Context: an optimization exercise on an open-source flow, tuned for small area. The choices shown serve that exercise and are no tape-out recipe.
Only the layout flow was run in this run; the RTL was not checked for function there.
Power and IR drop assume default switching activity.

==> flow/design.v <==
module dff(clk, reset, d, q);
input clk;
input reset;
input  [15:0] d;
output [15:0] q; 
reg    [15:0] q_r;
always @(posedge clk)
begin
    if(reset)
        q_r <= 0;
    else
        q_r <= d;
end
assign q = q_r; 
endmodule
module fir(clk, din, reset, dout);
input clk;
input signed [7:0] din;
input reset;
output signed [15:0] dout;
reg [7:0] x1;
reg [7:0] x2;
reg [7:0] x3;
reg [7:0] x4;
reg [7:0] x5;
reg [7:0] x6;
reg [7:0] x7;
reg [7:0] x8;
reg [7:0] x9;
reg [7:0] x10;
reg [7:0] x11;
reg [7:0] x12;
wire rst_n = ~reset;
wire [7:0] d1;
an r1 (.a(rst_n), .b(din[0]), .y(d1[0]));
an r2 (.a(rst_n), .b(din[1]), .y(d1[1]));
an r3 (.a(rst_n), .b(din[2]), .y(d1[2]));
an r4 (.a(rst_n), .b(din[3]), .y(d1[3]));
nd r5 (.a(rst_n), .b(din[4]), .y(d1[4]));
an r6 (.a(rst_n), .b(din[5]), .y(d1[5]));
an r7 (.a(rst_n), .b(din[6]), .y(d1[6]));
nd r8 (.a(rst_n), .b(din[7]), .y(d1[7]));
wire [7:0] d2;
nd r9 (.a(rst_n), .b(x1[0]), .y(d2[0]));
nd r10 (.a(rst_n), .b(x1[1]), .y(d2[1]));
nd r11 (.a(rst_n), .b(x1[2]), .y(d2[2]));
nd r12 (.a(rst_n), .b(x1[3]), .y(d2[3]));
og r13 (.a(reset), .b(x1[4]), .y(d2[4]));
nd r14 (.a(rst_n), .b(x1[5]), .y(d2[5]));
nd r15 (.a(rst_n), .b(x1[6]), .y(d2[6]));
nr r16 (.a(reset), .b(x1[7]), .y(d2[7]));
wire [7:0] d3;
nr r17 (.a(reset), .b(x2[0]), .y(d3[0]));
nr r18 (.a(reset), .b(x2[1]), .y(d3[1]));
nr r19 (.a(reset), .b(x2[2]), .y(d3[2]));
nr r20 (.a(reset), .b(x2[3]), .y(d3[3]));
nr r21 (.a(reset), .b(x2[4]), .y(d3[4]));
nr r22 (.a(reset), .b(x2[5]), .y(d3[5]));
nr r23 (.a(reset), .b(x2[6]), .y(d3[6]));
nd r24 (.a(rst_n), .b(x2[7]), .y(d3[7]));
wire [7:0] d4;
nd r25 (.a(rst_n), .b(x3[0]), .y(d4[0]));
nd r26 (.a(rst_n), .b(x3[1]), .y(d4[1]));
nd r27 (.a(rst_n), .b(x3[2]), .y(d4[2]));
nd r28 (.a(rst_n), .b(x3[3]), .y(d4[3]));
nd r29 (.a(rst_n), .b(x3[4]), .y(d4[4]));
nd r30 (.a(rst_n), .b(x3[5]), .y(d4[5]));
nd r31 (.a(rst_n), .b(x3[6]), .y(d4[6]));
nr r32 (.a(reset), .b(x3[7]), .y(d4[7]));
wire [7:0] d5;
nr r33 (.a(reset), .b(x4[0]), .y(d5[0]));
nr r34 (.a(reset), .b(x4[1]), .y(d5[1]));
nr r35 (.a(reset), .b(x4[2]), .y(d5[2]));
nr r36 (.a(reset), .b(x4[3]), .y(d5[3]));
nr r37 (.a(reset), .b(x4[4]), .y(d5[4]));
nr r38 (.a(reset), .b(x4[5]), .y(d5[5]));
nr r39 (.a(reset), .b(x4[6]), .y(d5[6]));
nd r40 (.a(rst_n), .b(x4[7]), .y(d5[7]));
wire [7:0] d6;
nd r41 (.a(rst_n), .b(x5[0]), .y(d6[0]));
nd r42 (.a(rst_n), .b(x5[1]), .y(d6[1]));
nd r43 (.a(rst_n), .b(x5[2]), .y(d6[2]));
nd r44 (.a(rst_n), .b(x5[3]), .y(d6[3]));
nd r45 (.a(rst_n), .b(x5[4]), .y(d6[4]));
nd r46 (.a(rst_n), .b(x5[5]), .y(d6[5]));
nd r47 (.a(rst_n), .b(x5[6]), .y(d6[6]));
nr r48 (.a(reset), .b(x5[7]), .y(d6[7]));
wire [7:0] d7;
nr r49 (.a(reset), .b(x6[0]), .y(d7[0]));
nr r50 (.a(reset), .b(x6[1]), .y(d7[1]));
nr r51 (.a(reset), .b(x6[2]), .y(d7[2]));
nr r52 (.a(reset), .b(x6[3]), .y(d7[3]));
nr r53 (.a(reset), .b(x6[4]), .y(d7[4]));
nr r54 (.a(reset), .b(x6[5]), .y(d7[5]));
nr r55 (.a(reset), .b(x6[6]), .y(d7[6]));
nd r56 (.a(rst_n), .b(x6[7]), .y(d7[7]));
wire [7:0] d8;
nd r57 (.a(rst_n), .b(x7[0]), .y(d8[0]));
nd r58 (.a(rst_n), .b(x7[1]), .y(d8[1]));
nd r59 (.a(rst_n), .b(x7[2]), .y(d8[2]));
nd r60 (.a(rst_n), .b(x7[3]), .y(d8[3]));
nd r61 (.a(rst_n), .b(x7[4]), .y(d8[4]));
nd r62 (.a(rst_n), .b(x7[5]), .y(d8[5]));
nd r63 (.a(rst_n), .b(x7[6]), .y(d8[6]));
nr r64 (.a(reset), .b(x7[7]), .y(d8[7]));
wire [7:0] d9;
nr r65 (.a(reset), .b(x8[0]), .y(d9[0]));
nr r66 (.a(reset), .b(x8[1]), .y(d9[1]));
nr r67 (.a(reset), .b(x8[2]), .y(d9[2]));
nr r68 (.a(reset), .b(x8[3]), .y(d9[3]));
nr r69 (.a(reset), .b(x8[4]), .y(d9[4]));
nr r70 (.a(reset), .b(x8[5]), .y(d9[5]));
nr r71 (.a(reset), .b(x8[6]), .y(d9[6]));
nd r72 (.a(rst_n), .b(x8[7]), .y(d9[7]));
wire [7:0] d10;
nd r73 (.a(rst_n), .b(x9[0]), .y(d10[0]));
nd r74 (.a(rst_n), .b(x9[1]), .y(d10[1]));
nd r75 (.a(rst_n), .b(x9[2]), .y(d10[2]));
nd r76 (.a(rst_n), .b(x9[3]), .y(d10[3]));
nd r77 (.a(rst_n), .b(x9[4]), .y(d10[4]));
nd r78 (.a(rst_n), .b(x9[5]), .y(d10[5]));
nd r79 (.a(rst_n), .b(x9[6]), .y(d10[6]));
nr r80 (.a(reset), .b(x9[7]), .y(d10[7]));
wire [7:0] d11;
nr r81 (.a(reset), .b(x10[0]), .y(d11[0]));
nr r82 (.a(reset), .b(x10[1]), .y(d11[1]));
nr r83 (.a(reset), .b(x10[2]), .y(d11[2]));
nr r84 (.a(reset), .b(x10[3]), .y(d11[3]));
nr r85 (.a(reset), .b(x10[4]), .y(d11[4]));
nr r86 (.a(reset), .b(x10[5]), .y(d11[5]));
nr r87 (.a(reset), .b(x10[6]), .y(d11[6]));
an r88 (.a(rst_n), .b(x10[7]), .y(d11[7]));
wire [7:0] d12;
nd r89 (.a(rst_n), .b(x11[0]), .y(d12[0]));
nd r90 (.a(rst_n), .b(x11[1]), .y(d12[1]));
nd r91 (.a(rst_n), .b(x11[2]), .y(d12[2]));
nd r92 (.a(rst_n), .b(x11[3]), .y(d12[3]));
nd r93 (.a(rst_n), .b(x11[4]), .y(d12[4]));
nd r94 (.a(rst_n), .b(x11[5]), .y(d12[5]));
nd r95 (.a(rst_n), .b(x11[6]), .y(d12[6]));
an r96 (.a(rst_n), .b(x11[7]), .y(d12[7]));
always @(posedge clk) begin
  x1 <= d1;
  x2 <= d2;
  x3 <= d3;
  x4 <= d4;
  x5 <= d5;
  x6 <= d6;
  x7 <= d7;
  x8 <= d8;
  x9 <= d9;
  x10 <= d10;
  x11 <= d11;
  x12 <= d12;
end
wire s1;
wire c2;
wire s3;
wire c4;
wire s5;
wire c6;
wire s7;
wire c8;
wire s9;
wire c10;
wire s11;
wire c12;
wire s13;
wire c14;
wire s15;
wire c16;
wire s17;
wire c18;
wire n19;
wire s20;
wire c21;
wire s22;
wire c23;
wire s24;
wire c25;
wire s26;
wire c27;
wire s28;
wire c29;
wire s30;
wire c31;
wire s32;
wire c33;
wire s34;
wire c35;
wire s36;
wire c37;
wire s38;
wire c39;
wire s40;
wire c41;
wire s42;
wire c43;
wire s44;
wire c45;
wire s46;
wire c47;
wire s48;
wire c49;
wire s50;
wire c51;
wire n52;
wire s53;
wire c54;
wire s55;
wire c56;
wire s57;
wire c58;
wire n59;
wire s60;
wire c61;
wire s62;
wire c63;
wire n64;
wire s65;
wire c66;
wire n67;
wire s68;
wire c69;
wire n70;
wire s71;
wire c72;
wire s73;
wire c74;
wire s75;
wire c76;
wire s77;
wire c78;
wire s79;
wire c80;
wire s81;
wire c82;
wire s83;
wire c84;
wire s85;
wire c86;
wire n87;
wire s88;
wire c89;
wire s90;
wire c91;
wire s92;
wire c93;
wire s94;
wire c95;
wire s96;
wire c97;
wire s98;
wire c99;
wire s100;
wire c101;
wire s102;
wire c103;
wire s104;
wire c105;
wire s106;
wire c107;
wire s108;
wire c109;
wire n110;
wire s111;
wire c112;
wire s113;
wire c114;
wire s115;
wire c116;
wire s117;
wire c118;
wire s119;
wire c120;
wire s121;
wire c122;
wire s123;
wire c124;
wire n125;
wire s126;
wire c127;
wire s128;
wire c129;
wire s130;
wire c131;
wire s132;
wire c133;
wire s134;
wire c135;
wire n136;
wire s137;
wire c138;
wire s139;
wire c140;
wire s141;
wire c142;
wire s143;
wire c144;
wire s145;
wire c146;
wire s147;
wire c148;
wire s149;
wire c150;
wire s151;
wire c152;
wire s153;
wire c154;
wire s155;
wire c156;
wire s157;
wire c158;
wire s159;
wire c160;
wire s161;
wire c162;
wire n163;
wire s164;
wire c165;
wire s166;
wire c167;
wire s168;
wire c169;
wire s170;
wire c171;
wire s172;
wire c173;
wire s174;
wire c175;
wire s176;
wire c177;
wire s178;
wire c179;
wire s180;
wire c181;
wire s182;
wire c183;
wire s184;
wire c185;
wire s186;
wire c187;
wire s188;
wire c189;
wire n190;
wire s191;
wire c192;
wire s193;
wire c194;
wire n195;
wire s196;
wire c197;
wire s198;
wire c199;
wire s200;
wire c201;
wire n202;
wire s203;
wire c204;
wire s205;
wire c206;
wire s207;
wire c208;
wire s209;
wire c210;
wire s211;
wire c212;
wire s213;
wire c214;
wire s215;
wire c216;
wire s217;
wire c218;
wire s219;
wire c220;
wire s221;
wire c222;
wire s223;
wire c224;
wire s225;
wire c226;
wire n227;
wire s228;
wire c229;
wire s230;
wire c231;
wire s232;
wire c233;
wire s234;
wire c235;
wire s236;
wire c237;
wire s238;
wire c239;
wire s240;
wire c241;
wire s242;
wire c243;
wire s244;
wire c245;
wire s246;
wire c247;
wire n248;
wire s249;
wire c250;
wire s251;
wire c252;
wire s253;
wire c254;
wire n255;
wire s256;
wire c257;
wire s258;
wire c259;
wire s260;
wire c261;
wire s262;
wire c263;
wire s264;
wire c265;
wire s266;
wire c267;
wire s268;
wire c269;
wire s270;
wire c271;
wire n272;
wire s273;
wire c274;
wire n275;
wire s276;
wire c277;
wire s278;
wire c279;
wire s280;
wire c281;
wire n282;
wire s283;
wire c284;
wire s285;
wire c286;
wire s287;
wire c288;
wire n289;
wire s290;
wire c291;
wire s292;
wire c293;
wire s294;
wire c295;
wire n296;
wire s297;
wire c298;
wire n299;
wire s300;
wire c301;
wire n302;
wire s303;
wire c304;
wire n305;
wire s306;
wire c307;
wire n308;
wire s309;
wire c310;
wire s311;
wire c312;
wire s313;
wire c314;
wire s315;
wire c316;
wire n317;
wire s318;
wire c319;
wire s320;
wire c321;
wire s322;
wire c323;
wire n324;
wire s325;
wire c326;
wire s327;
wire c328;
wire s329;
wire c330;
wire n331;
wire s332;
wire c333;
wire g334;
wire g335;
wire p336;
wire g337;
wire p338;
wire g339;
wire p340;
wire g341;
wire g342;
wire g343;
wire p344;
wire g345;
wire p346;
wire g347;
wire g348;
wire g349;
wire g350;
wire g351;
wire g352;
wire s353;
wire s354;
wire s355;
wire s356;
wire s357;
wire s358;
wire s359;
wire s360;
ha u2 (.a(x3[0]), .b(x9[0]), .s(s1), .co(c2));
fa u4 (.a(x3[1]), .b(x9[1]), .ci(c2), .s(s3), .co(c4));
fa u6 (.a(x3[2]), .b(x9[2]), .ci(c4), .s(s5), .co(c6));
fa u8 (.a(x3[3]), .b(x9[3]), .ci(c6), .s(s7), .co(c8));
fa u10 (.a(x3[4]), .b(x9[4]), .ci(c8), .s(s9), .co(c10));
fa u12 (.a(x3[5]), .b(x9[5]), .ci(c10), .s(s11), .co(c12));
fa u14 (.a(x3[6]), .b(x9[6]), .ci(c12), .s(s13), .co(c14));
fa u16 (.a(x3[7]), .b(x9[7]), .ci(c14), .s(s15), .co(c16));
xr u18 (.a(x4[0]), .b(x8[0]), .y(s17));
nr v18 (.a(x4[0]), .b(x8[0]), .y(c18));
assign n19 = ~c18;
fa u21 (.a(x4[1]), .b(x8[1]), .ci(n19), .s(s20), .co(c21));
fa u23 (.a(x4[2]), .b(x8[2]), .ci(c21), .s(s22), .co(c23));
fa u25 (.a(x4[3]), .b(x8[3]), .ci(c23), .s(s24), .co(c25));
fa u27 (.a(x4[4]), .b(x8[4]), .ci(c25), .s(s26), .co(c27));
fa u29 (.a(x4[5]), .b(x8[5]), .ci(c27), .s(s28), .co(c29));
fa u31 (.a(x4[6]), .b(x8[6]), .ci(c29), .s(s30), .co(c31));
fa u33 (.a(x4[7]), .b(x8[7]), .ci(c31), .s(s32), .co(c33));
ha u35 (.a(x5[0]), .b(x7[0]), .s(s34), .co(c35));
fa u37 (.a(x5[1]), .b(x7[1]), .ci(c35), .s(s36), .co(c37));
fa u39 (.a(x5[2]), .b(x7[2]), .ci(c37), .s(s38), .co(c39));
fa u41 (.a(x5[3]), .b(x7[3]), .ci(c39), .s(s40), .co(c41));
fa u43 (.a(x5[4]), .b(x7[4]), .ci(c41), .s(s42), .co(c43));
fa u45 (.a(x5[5]), .b(x7[5]), .ci(c43), .s(s44), .co(c45));
fa u47 (.a(x5[6]), .b(x7[6]), .ci(c45), .s(s46), .co(c47));
fa u49 (.a(x5[7]), .b(x7[7]), .ci(c47), .s(s48), .co(c49));
fa u51 (.a(x12[0]), .b(x6[0]), .ci(s17), .s(s50), .co(c51));
assign n52 = ~s50;
fa u54 (.a(s1), .b(n52), .ci(din[0]), .s(s53), .co(c54));
xr u56 (.a(x12[1]), .b(x1[0]), .y(s55));
nr v56 (.a(x12[1]), .b(x1[0]), .y(c56));
fa u58 (.a(x2[0]), .b(x10[0]), .ci(s34), .s(s57), .co(c58));
assign n59 = ~s55;
fa u61 (.a(x11[0]), .b(x6[1]), .ci(n59), .s(s60), .co(c61));
fa u63 (.a(s3), .b(s20), .ci(din[1]), .s(s62), .co(c63));
assign n64 = ~s57;
fa u66 (.a(c51), .b(s60), .ci(n64), .s(s65), .co(c66));
assign n67 = ~s65;
fa u69 (.a(c54), .b(s62), .ci(n67), .s(s68), .co(c69));
assign n70 = ~x2[1];
fa u72 (.a(x12[2]), .b(x1[1]), .ci(n70), .s(s71), .co(c72));
fa u74 (.a(x6[0]), .b(c56), .ci(s17), .s(s73), .co(c74));
fa u76 (.a(x10[1]), .b(c58), .ci(s36), .s(s75), .co(c76));
fa u78 (.a(x11[1]), .b(x6[2]), .ci(c61), .s(s77), .co(c78));
fa u80 (.a(s73), .b(din[2]), .ci(s22), .s(s79), .co(c80));
fa u82 (.a(s5), .b(c63), .ci(s75), .s(s81), .co(c82));
fa u84 (.a(s79), .b(s81), .ci(c69), .s(s83), .co(c84));
fa u86 (.a(s71), .b(s77), .ci(c66), .s(s85), .co(c86));
assign n87 = ~s83;
ha u89 (.a(s85), .b(n87), .s(s88), .co(c89));
fa u91 (.a(x12[3]), .b(x1[2]), .ci(x11[2]), .s(s90), .co(c91));
fa u93 (.a(x2[2]), .b(x10[2]), .ci(s1), .s(s92), .co(c93));
fa u95 (.a(s34), .b(c72), .ci(s90), .s(s94), .co(c95));
fa u97 (.a(x6[1]), .b(c74), .ci(s92), .s(s96), .co(c97));
fa u99 (.a(s20), .b(s94), .ci(c78), .s(s98), .co(c99));
fa u101 (.a(din[3]), .b(s38), .ci(s96), .s(s100), .co(c101));
fa u103 (.a(c76), .b(s7), .ci(s24), .s(s102), .co(c103));
fa u105 (.a(c80), .b(c82), .ci(s100), .s(s104), .co(c105));
fa u107 (.a(x6[3]), .b(s98), .ci(c86), .s(s106), .co(c107));
fa u109 (.a(s102), .b(c84), .ci(s104), .s(s108), .co(c109));
assign n110 = ~s108;
fa u112 (.a(s106), .b(c89), .ci(n110), .s(s111), .co(c112));
fa u114 (.a(x2[3]), .b(x10[3]), .ci(x6[2]), .s(s113), .co(c114));
fa u116 (.a(x12[4]), .b(x1[3]), .ci(x11[3]), .s(s115), .co(c116));
fa u118 (.a(x6[4]), .b(c91), .ci(s115), .s(s117), .co(c118));
fa u120 (.a(s113), .b(c93), .ci(din[4]), .s(s119), .co(c120));
fa u122 (.a(s36), .b(c95), .ci(s117), .s(s121), .co(c122));
fa u124 (.a(s3), .b(c97), .ci(s40), .s(s123), .co(c124));
assign n125 = ~s119;
fa u127 (.a(s22), .b(n125), .ci(c99), .s(s126), .co(c127));
fa u129 (.a(c101), .b(s26), .ci(c103), .s(s128), .co(c129));
fa u131 (.a(s9), .b(s123), .ci(c105), .s(s130), .co(c131));
fa u133 (.a(s121), .b(s126), .ci(c107), .s(s132), .co(c133));
fa u135 (.a(s128), .b(s130), .ci(c109), .s(s134), .co(c135));
assign n136 = ~s134;
fa u138 (.a(s132), .b(c112), .ci(n136), .s(s137), .co(c138));
fa u140 (.a(x2[4]), .b(x10[4]), .ci(x6[3]), .s(s139), .co(c140));
fa u142 (.a(x12[5]), .b(x11[4]), .ci(s34), .s(s141), .co(c142));
fa u144 (.a(x1[4]), .b(c114), .ci(s139), .s(s143), .co(c144));
fa u146 (.a(c116), .b(s141), .ci(c118), .s(s145), .co(c146));
fa u148 (.a(s143), .b(s5), .ci(c120), .s(s147), .co(c148));
fa u150 (.a(x6[5]), .b(s38), .ci(s145), .s(s149), .co(c150));
fa u152 (.a(din[5]), .b(s147), .ci(c124), .s(s151), .co(c152));
fa u154 (.a(c122), .b(s24), .ci(s149), .s(s153), .co(c154));
fa u156 (.a(s42), .b(s11), .ci(s28), .s(s155), .co(c156));
fa u158 (.a(c129), .b(s151), .ci(c131), .s(s157), .co(c158));
fa u160 (.a(s155), .b(s157), .ci(c135), .s(s159), .co(c160));
fa u162 (.a(c127), .b(s153), .ci(c133), .s(s161), .co(c162));
assign n163 = ~s159;
fa u165 (.a(n163), .b(c138), .ci(s137), .s(s164), .co(c165));
ha u167 (.a(s161), .b(s164), .s(s166), .co(c167));
fa u169 (.a(x12[6]), .b(x1[5]), .ci(x11[5]), .s(s168), .co(c169));
fa u171 (.a(x10[5]), .b(x6[0]), .ci(x6[4]), .s(s170), .co(c171));
fa u173 (.a(x6[6]), .b(s168), .ci(c142), .s(s172), .co(c173));
fa u175 (.a(x2[5]), .b(c140), .ci(s170), .s(s174), .co(c175));
fa u177 (.a(din[6]), .b(c144), .ci(s174), .s(s176), .co(c177));
fa u179 (.a(s36), .b(c146), .ci(s40), .s(s178), .co(c179));
fa u181 (.a(s7), .b(s176), .ci(c148), .s(s180), .co(c181));
fa u183 (.a(s172), .b(c150), .ci(s178), .s(s182), .co(c183));
fa u185 (.a(s180), .b(s44), .ci(c152), .s(s184), .co(c185));
fa u187 (.a(s26), .b(c154), .ci(s182), .s(s186), .co(c187));
fa u189 (.a(s13), .b(s30), .ci(c156), .s(s188), .co(c189));
assign n190 = ~s184;
fa u192 (.a(n190), .b(c162), .ci(s186), .s(s191), .co(c192));
fa u194 (.a(c158), .b(s188), .ci(c160), .s(s193), .co(c194));
assign n195 = ~s193;
fa u197 (.a(s191), .b(n195), .ci(c167), .s(s196), .co(c197));
xr u199 (.a(x12[7]), .b(x1[6]), .y(s198));
nr v199 (.a(x12[7]), .b(x1[6]), .y(c199));
fa u201 (.a(x2[6]), .b(x10[6]), .ci(x6[5]), .s(s200), .co(c201));
assign n202 = ~x6[1];
fa u204 (.a(x11[6]), .b(x6[7]), .ci(n202), .s(s203), .co(c204));
fa u206 (.a(c169), .b(s203), .ci(din[7]), .s(s205), .co(c206));
fa u208 (.a(s198), .b(s200), .ci(c175), .s(s207), .co(c208));
fa u210 (.a(c171), .b(c177), .ci(s207), .s(s209), .co(c210));
fa u212 (.a(c173), .b(s38), .ci(s205), .s(s211), .co(c212));
fa u214 (.a(s9), .b(s209), .ci(c181), .s(s213), .co(c214));
fa u216 (.a(s211), .b(s42), .ci(c179), .s(s215), .co(c216));
fa u218 (.a(s213), .b(s46), .ci(c185), .s(s217), .co(c218));
fa u220 (.a(s28), .b(c183), .ci(c187), .s(s219), .co(c220));
fa u222 (.a(s15), .b(s32), .ci(c189), .s(s221), .co(c222));
fa u224 (.a(s215), .b(s219), .ci(c192), .s(s223), .co(c224));
fa u226 (.a(s217), .b(s221), .ci(c194), .s(s225), .co(c226));
assign n227 = ~s225;
ha u229 (.a(s223), .b(n227), .s(s228), .co(c229));
fa u231 (.a(x11[7]), .b(x2[7]), .ci(x6[6]), .s(s230), .co(c231));
fa u233 (.a(x10[7]), .b(x6[2]), .ci(c199), .s(s232), .co(c233));
fa u235 (.a(c201), .b(s230), .ci(s232), .s(s234), .co(c235));
fa u237 (.a(x1[7]), .b(c204), .ci(c206), .s(s236), .co(c237));
fa u239 (.a(s40), .b(c212), .ci(s236), .s(s238), .co(c239));
fa u241 (.a(c208), .b(c210), .ci(s11), .s(s240), .co(c241));
fa u243 (.a(s238), .b(s44), .ci(c216), .s(s242), .co(c243));
fa u245 (.a(s234), .b(c214), .ci(c16), .s(s244), .co(c245));
fa u247 (.a(c33), .b(s48), .ci(c218), .s(s246), .co(c247));
assign n248 = ~s240;
fa u250 (.a(s30), .b(n248), .ci(s242), .s(s249), .co(c250));
fa u252 (.a(c220), .b(s249), .ci(c224), .s(s251), .co(c252));
fa u254 (.a(s244), .b(c222), .ci(s246), .s(s253), .co(c254));
assign n255 = ~s251;
fa u257 (.a(s253), .b(c226), .ci(n255), .s(s256), .co(c257));
fa u259 (.a(x6[3]), .b(x6[7]), .ci(c233), .s(s258), .co(c259));
fa u261 (.a(c231), .b(s258), .ci(c235), .s(s260), .co(c261));
fa u263 (.a(c237), .b(s42), .ci(c239), .s(s262), .co(c263));
fa u265 (.a(s262), .b(s46), .ci(c243), .s(s264), .co(c265));
fa u267 (.a(s260), .b(s13), .ci(c241), .s(s266), .co(c267));
fa u269 (.a(s32), .b(s264), .ci(c250), .s(s268), .co(c269));
fa u271 (.a(c49), .b(s266), .ci(c245), .s(s270), .co(c271));
assign n272 = ~s268;
fa u274 (.a(c247), .b(n272), .ci(s270), .s(s273), .co(c274));
assign n275 = ~c252;
fa u277 (.a(c254), .b(n275), .ci(s273), .s(s276), .co(c277));
fa u279 (.a(x6[4]), .b(c259), .ci(c261), .s(s278), .co(c279));
fa u281 (.a(s44), .b(c263), .ci(c33), .s(s280), .co(c281));
assign n282 = ~s278;
fa u284 (.a(n282), .b(s48), .ci(c265), .s(s283), .co(c284));
fa u286 (.a(s15), .b(c267), .ci(c271), .s(s285), .co(c286));
fa u288 (.a(s280), .b(s283), .ci(c269), .s(s287), .co(c288));
assign n289 = ~s287;
fa u291 (.a(n289), .b(s285), .ci(c274), .s(s290), .co(c291));
fa u293 (.a(x6[5]), .b(c279), .ci(c16), .s(s292), .co(c293));
fa u295 (.a(s46), .b(c49), .ci(c281), .s(s294), .co(c295));
assign n296 = ~s292;
fa u298 (.a(n296), .b(c284), .ci(s294), .s(s297), .co(c298));
assign n299 = ~c286;
fa u301 (.a(c288), .b(n299), .ci(s297), .s(s300), .co(c301));
assign n302 = ~c295;
fa u304 (.a(x6[6]), .b(c293), .ci(n302), .s(s303), .co(c304));
assign n305 = ~s303;
fa u307 (.a(s48), .b(c298), .ci(n305), .s(s306), .co(c307));
assign n308 = ~x6[7];
xr u310 (.a(n308), .b(c49), .y(s309));
nr v310 (.a(n308), .b(c49), .y(c310));
xr u312 (.a(s309), .b(c304), .y(s311));
nr v312 (.a(s309), .b(c304), .y(c312));
ha u314 (.a(c165), .b(s196), .s(s313), .co(c314));
ha u316 (.a(s228), .b(c197), .s(s315), .co(c316));
assign n317 = ~s256;
ha u319 (.a(c229), .b(n317), .s(s318), .co(c319));
xr u321 (.a(c257), .b(s276), .y(s320));
nr v321 (.a(c257), .b(s276), .y(c321));
xr u323 (.a(c277), .b(s290), .y(s322));
nr v323 (.a(c277), .b(s290), .y(c323));
assign n324 = ~c291;
ha u326 (.a(n324), .b(s300), .s(s325), .co(c326));
ha u328 (.a(c301), .b(s306), .s(s327), .co(c328));
ha u330 (.a(s311), .b(c307), .s(s329), .co(c330));
assign n331 = ~c310;
ha u333 (.a(n331), .b(c312), .s(s332), .co(c333));
assign g334 = c316 | (s315 & c314);
assign g335 = c321 | (s320 & c319);
assign p336 = s320 & s318;
assign g337 = c326 | (s325 & c323);
assign p338 = s325 & s322;
assign g339 = c330 | (s329 & c328);
assign p340 = s329 & s327;
assign g341 = c319 | (s318 & g334);
assign g342 = g335 | (p336 & g334);
assign g343 = c328 | (s327 & g337);
assign p344 = s327 & p338;
assign g345 = g339 | (p340 & g337);
assign p346 = p340 & p338;
assign g347 = c323 | (s322 & g342);
assign g348 = g337 | (p338 & g342);
assign g349 = g343 | (p344 & g342);
assign g350 = g345 | (p346 & g342);
assign g351 = c333 | (s332 & g350);
assign g352 = c333 | (s332 & g350);
xn w353 (.a(s315), .b(c314), .y(s353));
xn w354 (.a(s318), .b(g334), .y(s354));
xn w355 (.a(s320), .b(g341), .y(s355));
xn w356 (.a(s322), .b(g342), .y(s356));
xn w357 (.a(s325), .b(g347), .y(s357));
xn w358 (.a(s327), .b(g348), .y(s358));
xn w359 (.a(s329), .b(g349), .y(s359));
xn w360 (.a(s332), .b(g350), .y(s360));
reg [15:0] y;
wire [15:0] dy;
nr r97 (.a(reset), .b(s53), .y(dy[0]));
nr r98 (.a(reset), .b(s68), .y(dy[1]));
an r99 (.a(rst_n), .b(s88), .y(dy[2]));
an r100 (.a(rst_n), .b(s111), .y(dy[3]));
nr r101 (.a(reset), .b(s137), .y(dy[4]));
an r102 (.a(rst_n), .b(s166), .y(dy[5]));
an r103 (.a(rst_n), .b(s313), .y(dy[6]));
nr r104 (.a(reset), .b(s353), .y(dy[7]));
nr r105 (.a(reset), .b(s354), .y(dy[8]));
nr r106 (.a(reset), .b(s355), .y(dy[9]));
nr r107 (.a(reset), .b(s356), .y(dy[10]));
nr r108 (.a(reset), .b(s357), .y(dy[11]));
nr r109 (.a(reset), .b(s358), .y(dy[12]));
nr r110 (.a(reset), .b(s359), .y(dy[13]));
nr r111 (.a(reset), .b(s360), .y(dy[14]));
nr r112 (.a(reset), .b(g351), .y(dy[15]));
always @(posedge clk) begin
  y <= dy;
end
assign dout = y;
endmodule
module fa(a, b, ci, s, co);
input a, b, ci;
output s, co;
assign s = a ^ b ^ ci;
assign co = (a & b) | (a & ci) | (b & ci);
endmodule
module xr(a, b, y);
input a, b;
output y;
assign y = a ^ b;
endmodule
module xn(a, b, y);
input a, b;
output y;
assign y = ~(a ^ b);
endmodule
module nr(a, b, y);
input a, b;
output y;
assign y = ~(a | b);
endmodule
module nd(a, b, y);
input a, b;
output y;
assign y = ~(a & b);
endmodule
module an(a, b, y);
input a, b;
output y;
assign y = a & b;
endmodule
module og(a, b, y);
input a, b;
output y;
assign y = a | b;
endmodule
module ha(a, b, s, co);
input a, b;
output s, co;
assign s = a ^ b;
assign co = a & b;
endmodule
==> flow/flow/run.sh <==
#!/bin/bash
# Layout flow: the standard flow (standard.sh, unchanged synthesis), with
# the ports buffered by the smallest buffer and no dummy loads on the clock tree.
set -euo pipefail
bash standard.sh \
  BUFFER_PORTS_ARGS="-buffer_cell sky130_fd_sc_hd__buf_1" \
  CTS_ARGS="-sink_clustering_enable -repair_clock_nets -buf_list {sky130_fd_sc_hd__clkbuf_4 sky130_fd_sc_hd__clkbuf_8} -dont_use_dummy_load" \
  finish > flow.log 2>&1
==> flow/standard.sh <==
#!/bin/bash
# synth_recipe.tcl (not shown) runs the flow's synth.tcl, then flattens the netlist and writes it again
# the make line also repeats each setting of config.mk as NAME=value (left out here)
make -C /OpenROAD-flow-scripts/flow DESIGN_CONFIG=/design/flow/config.mk WORK_HOME=/design/flow/orfs CLKGATE_MAP_FILE= SYNTH_SCRIPT=/design/flow/synth_recipe.tcl "${@:-finish}"
==> flow/config.mk <==
export PLATFORM = sky130hd
export DESIGN_NAME = fir
export DESIGN_NICKNAME = fir
export VERILOG_FILES = /design/flow/design.v
export SDC_FILE = /design/flow/constraint.sdc
export NUM_CORES = 4
export LEC_CHECK = 0
export CAP_MARGIN = 20
export CORE_MARGIN = 2
export CORE_UTILIZATION = 60
export CTS_BUF_LIST = sky130_fd_sc_hd__clkbuf_4 sky130_fd_sc_hd__clkbuf_8
export GPL_ROUTABILITY_DRIVEN = 0
export GPL_TIMING_DRIVEN = 0
export PLACE_DENSITY = 0.7
export SLEW_MARGIN = 20
export SYNTH_HIERARCHICAL = 1
export SYNTH_MINIMUM_KEEP_SIZE = 0
==> flow/constraint.sdc <==
create_clock -name core_clock -period 6.5 [get_ports {clk}]
set_input_delay 1.3000 -clock core_clock [delete_from_list [all_inputs] [get_ports {clk}]]
set_output_delay 1.3000 -clock core_clock [all_outputs]
set_load 0.01 [all_outputs]
==> qor.yml <==
logic_synthesis:
  yosysSeqAreaShare_pct: 37.8
  yosys.area.top_type: "fa_1"
  synthCells: 445
  yosys_warnings: 7
  synthTopCellsByArea: "fa_1 45%, dfxtp_1 38%, nor2_1 3.9%"
  synth_top_area_share_pct: 44.9
  synth-seq-cells: 112
  syn_nets: 600
  synth-async-reset-ratio_pct: 0
  ys.flop_type: "dfxtp_1"
  synth.avg_cell_area_um2: 13.3
  synthesis.area_mm2: 0.00594
  synth_edf_count: 0
  synth.distinct_cells: 26
detailed_routing:
  drcViolationCount: 0
  met3_length_um: 581
  highest_layer: "met4"
  routedWlPerCell_um: 17.2
  drt_first_pass_iters: 4
  wl_um: 10700
  ant_nets: 0
  dr_total_vias: 3151
  drtIter0Drc: 60
  wirelength_met1_um: 4460
  viasPerCell: 5.09
  met2WireLength_um: 5420
cells_and_area:
  largest_reg_flops: 16
  nFillCells: 702
  layout-drive-gt1-share_pct: 12.6
  nets: 643
  syn_to_final_growth_pct: 10.8
  antennaDiodeCount: 0
  final_cell_area_mm2: 0.00658
  fin_util_pct: 67.9
  regMostFlops: "y"
grt:
  grt_pass1_wl_um: 17100
  grt_pass1_vias: 3425
  grt_max_degree: 33
  grt_use_total_pct: 22.6
  antenna_found_initial: 0
  grt-ovfl-total: 0
sta:
  fin_ws_ns: 0.138
  final_hold_viol_count: 0
  skew_ns: 0.0198
  rsz0062_at_grt: "yes"
  period_share_pct: 97.9
  finalMaxSlewViolations: 0
  fmax_mhz: 157
  setup_viol: 0
  whs_ns: 0.401
  max_slew_margin_pct: 55.4
  worst_pin_slew_ns: 0.670
  period_needed_ns: 6.36
critical_path:
  worstReg2RegEnd: "y[12]"
  required_ns: 6.76
  reg2reg_depth: 18
  crit_arrival_ns: 6.62
  r2r-start: "x3[0]"
  cp-end-kind: "register"
  ff2ff_setup_slack_ns: 0.14
  criticalPathCategory: "reg2reg"
  cp-start-kind: "register"
  path_max_fanout: 5
place:
  post-place-ws_ns: -0.267
  placed_area_mm2: 0.00625
  io_buffers: 25
  hpwl_um: 8670
die:
  die_h_um: 103
  die_x_um: 103
  placementRows: 36
  start_util_pct: 61.3
  die_area_mm2: 0.0107
  core_mm2: 0.00968
  io_pins: 26
clock_tree:
  cts_buffer_depth: 2
  cts_max_level: 3
  cts_root_buf: "clkbuf_8"
  clk-insertion-delay-late_ns: 0.38
  postCtsHoldBufs: 0
  cts_made_buffers: 9
  cts_sinks: 112
  cts_tree: "done"
  clk_pin_slew_ns: 0.09
power_and_ir_drop:
  ir_worst_vdd_uv: 327
  p_leak_nw: 2.53
  powerDensity_mw_per_mm2: 389
  power_mw: 2.56
min_path:
  min_to: "x12[2]"
  worstHoldStart: "x11[2]"
  whs_path_depth: 1
  min_path_type: "reg2reg"
run:
  drv_cap: 0
status:
  outcome: "timing/DRC/antenna clean"
routing by layer:
metal / vias to the layer above / GRT usage (%)
met2: 70 / 36.6
met4: 0 / 6.98
met3: 14 / 6.92
met1: 1635 / 29.7
li1: 1432 / -
met5: - / 0
per-module statistics from Yosys, one instance, submodules excluded:
module  cells inside  area, µm²  times used  flip-flops and latches
xr                 1       8.76           7                       0
nr                 1       3.75          59                       0
og                 1       6.26           1                       0
ha                 1       12.5          12                       0
nd                 1       3.75          47                       0
xn                 1       8.76           8                       0
fa                 1       20.0         133                       0
an                 1       6.26          12                       0
fir              166       2510           1                     112
placed cells by master, fill, tap and decap left out, drive strengths merged:
master / instances
clkbuf: 9
nand2b: 1
or3: 1
fa: 133
a211o: 1
a21oi: 3
nand3: 1
nor3: 1
xnor2: 8
o21a: 1
and3: 2
nand2: 48
and2: 12
xor2: 7
ha: 12
nor2: 62
buf: 32
a211oi: 1
o21ai: 2
a221oi: 2
inv: 30
dfxtp: 112
nor3b: 1
or2: 1
a21o: 3
cells by family (layout without fill, tap and decap cells):
logic type | after synthesis | after routing | share of synthesized area (%)
fa+ha+maj | 145 | 145 | 47.4
simple gates | 130 | 130 | 9.13
flops | 112 | 112 | 37.8
buf+inv | 30 | 71 | 1.90
xor+xnor | 15 | 15 | 2.21
compound gates | 13 | 13 | 1.60
synth_stat cells, types with 3 or more instances:
library cell	count
fa_1	133
dfxtp_1	112
nand2_1	48
inv_1	30
and2_1	12
nor2_1	62
a21oi_1	3
ha_1	12
xnor2_1	8
xor2_1	7
a21o_1	3
power breakdown:
part	internal [mW]	total [mW]	switching, mW	leakage (nW)
registers	0.744	0.760	0.0157	0.916
logic	0.756	1.47	0.712	1.55
clock network	0.125	0.331	0.206	0.0647
total	1.63	2.56	0.934	2.53
what timing repair did:
action	in CTS	in global routing
setup buffers	1	4
gates resized for setup	10	34
setup endpoints to repair	6	6
gates cloned	0	0
pin swaps	4	13
layout make-up:
cell class              count  area, µm²  area share (%)
clock buffers               9        124            1.88
inverters                  30        113            1.71
multi-input cells         303       3740            56.8
flip-flops and latches    112       2250            34.2
well taps                 133        166            2.53
repair buffers             32        188            2.85
critical path, stage by stage, from the launching register on:
cell and delay [ns]:
dfxtp_2 0.35, ha_4 0.26, fa_1 0.48, fa_1 0.52
fa_1 0.52, fa_2 0.44, fa_2 0.54, inv_1 0.05
fa_2 0.34, fa_1 0.51, fa_1 0.52, ha_2 0.18
fa_2 0.43, ha_2 0.19, a21o_1 0.20, a221oi_4 0.38
a21oi_2 0.10, xnor2_1 0.17, nor2_1 0.06
through the flow:
step / cells / TNS (ns)
after global placement: 603 / -1.25
final: 619 / 0
after CTS: 615 / 0
after global routing: 619 / -0.0818
after floorplan: 445 / 0
after detailed placement: 605 / -1.16
worst max path at each step:
stage / start / to
final: x3[0] / y[12]
after global routing: x3[0] / y[13]
after CTS: x8[0] / y[14]
after detailed placement: din[1] / y[12]
after global placement: din[1] / y[13]
after floorplan: din[1] / y[14]

-- port drivers added, routing unchanged --
How much do the figures lean on ideal ports? The routed layout below was timed once more, with nothing changed but the port constraints. Step 1: set_driving_cell puts a clkbuf_16 on clk and a buf_2 on each other input, an assumption about the parent block. Step 2, shift: input delay + t, output delay - t, t = (earliest + latest rising clock arrival at the registers) / 2. This alone moves slack from input paths to output paths. Three values: ideal, step 1, step 2; two values: the first two.
t (ns): 0.403
setup WS [ns]: 0.138 / 0.138 / -0.051
worst register clock-pin slew, ns: 0.10 / 0.10
With both steps, setup timing fails in this run, where it was met with ideal ports. For this run, drivers alone change the setup slack by 0.000 ns; drivers and shift together by -0.189 ns.
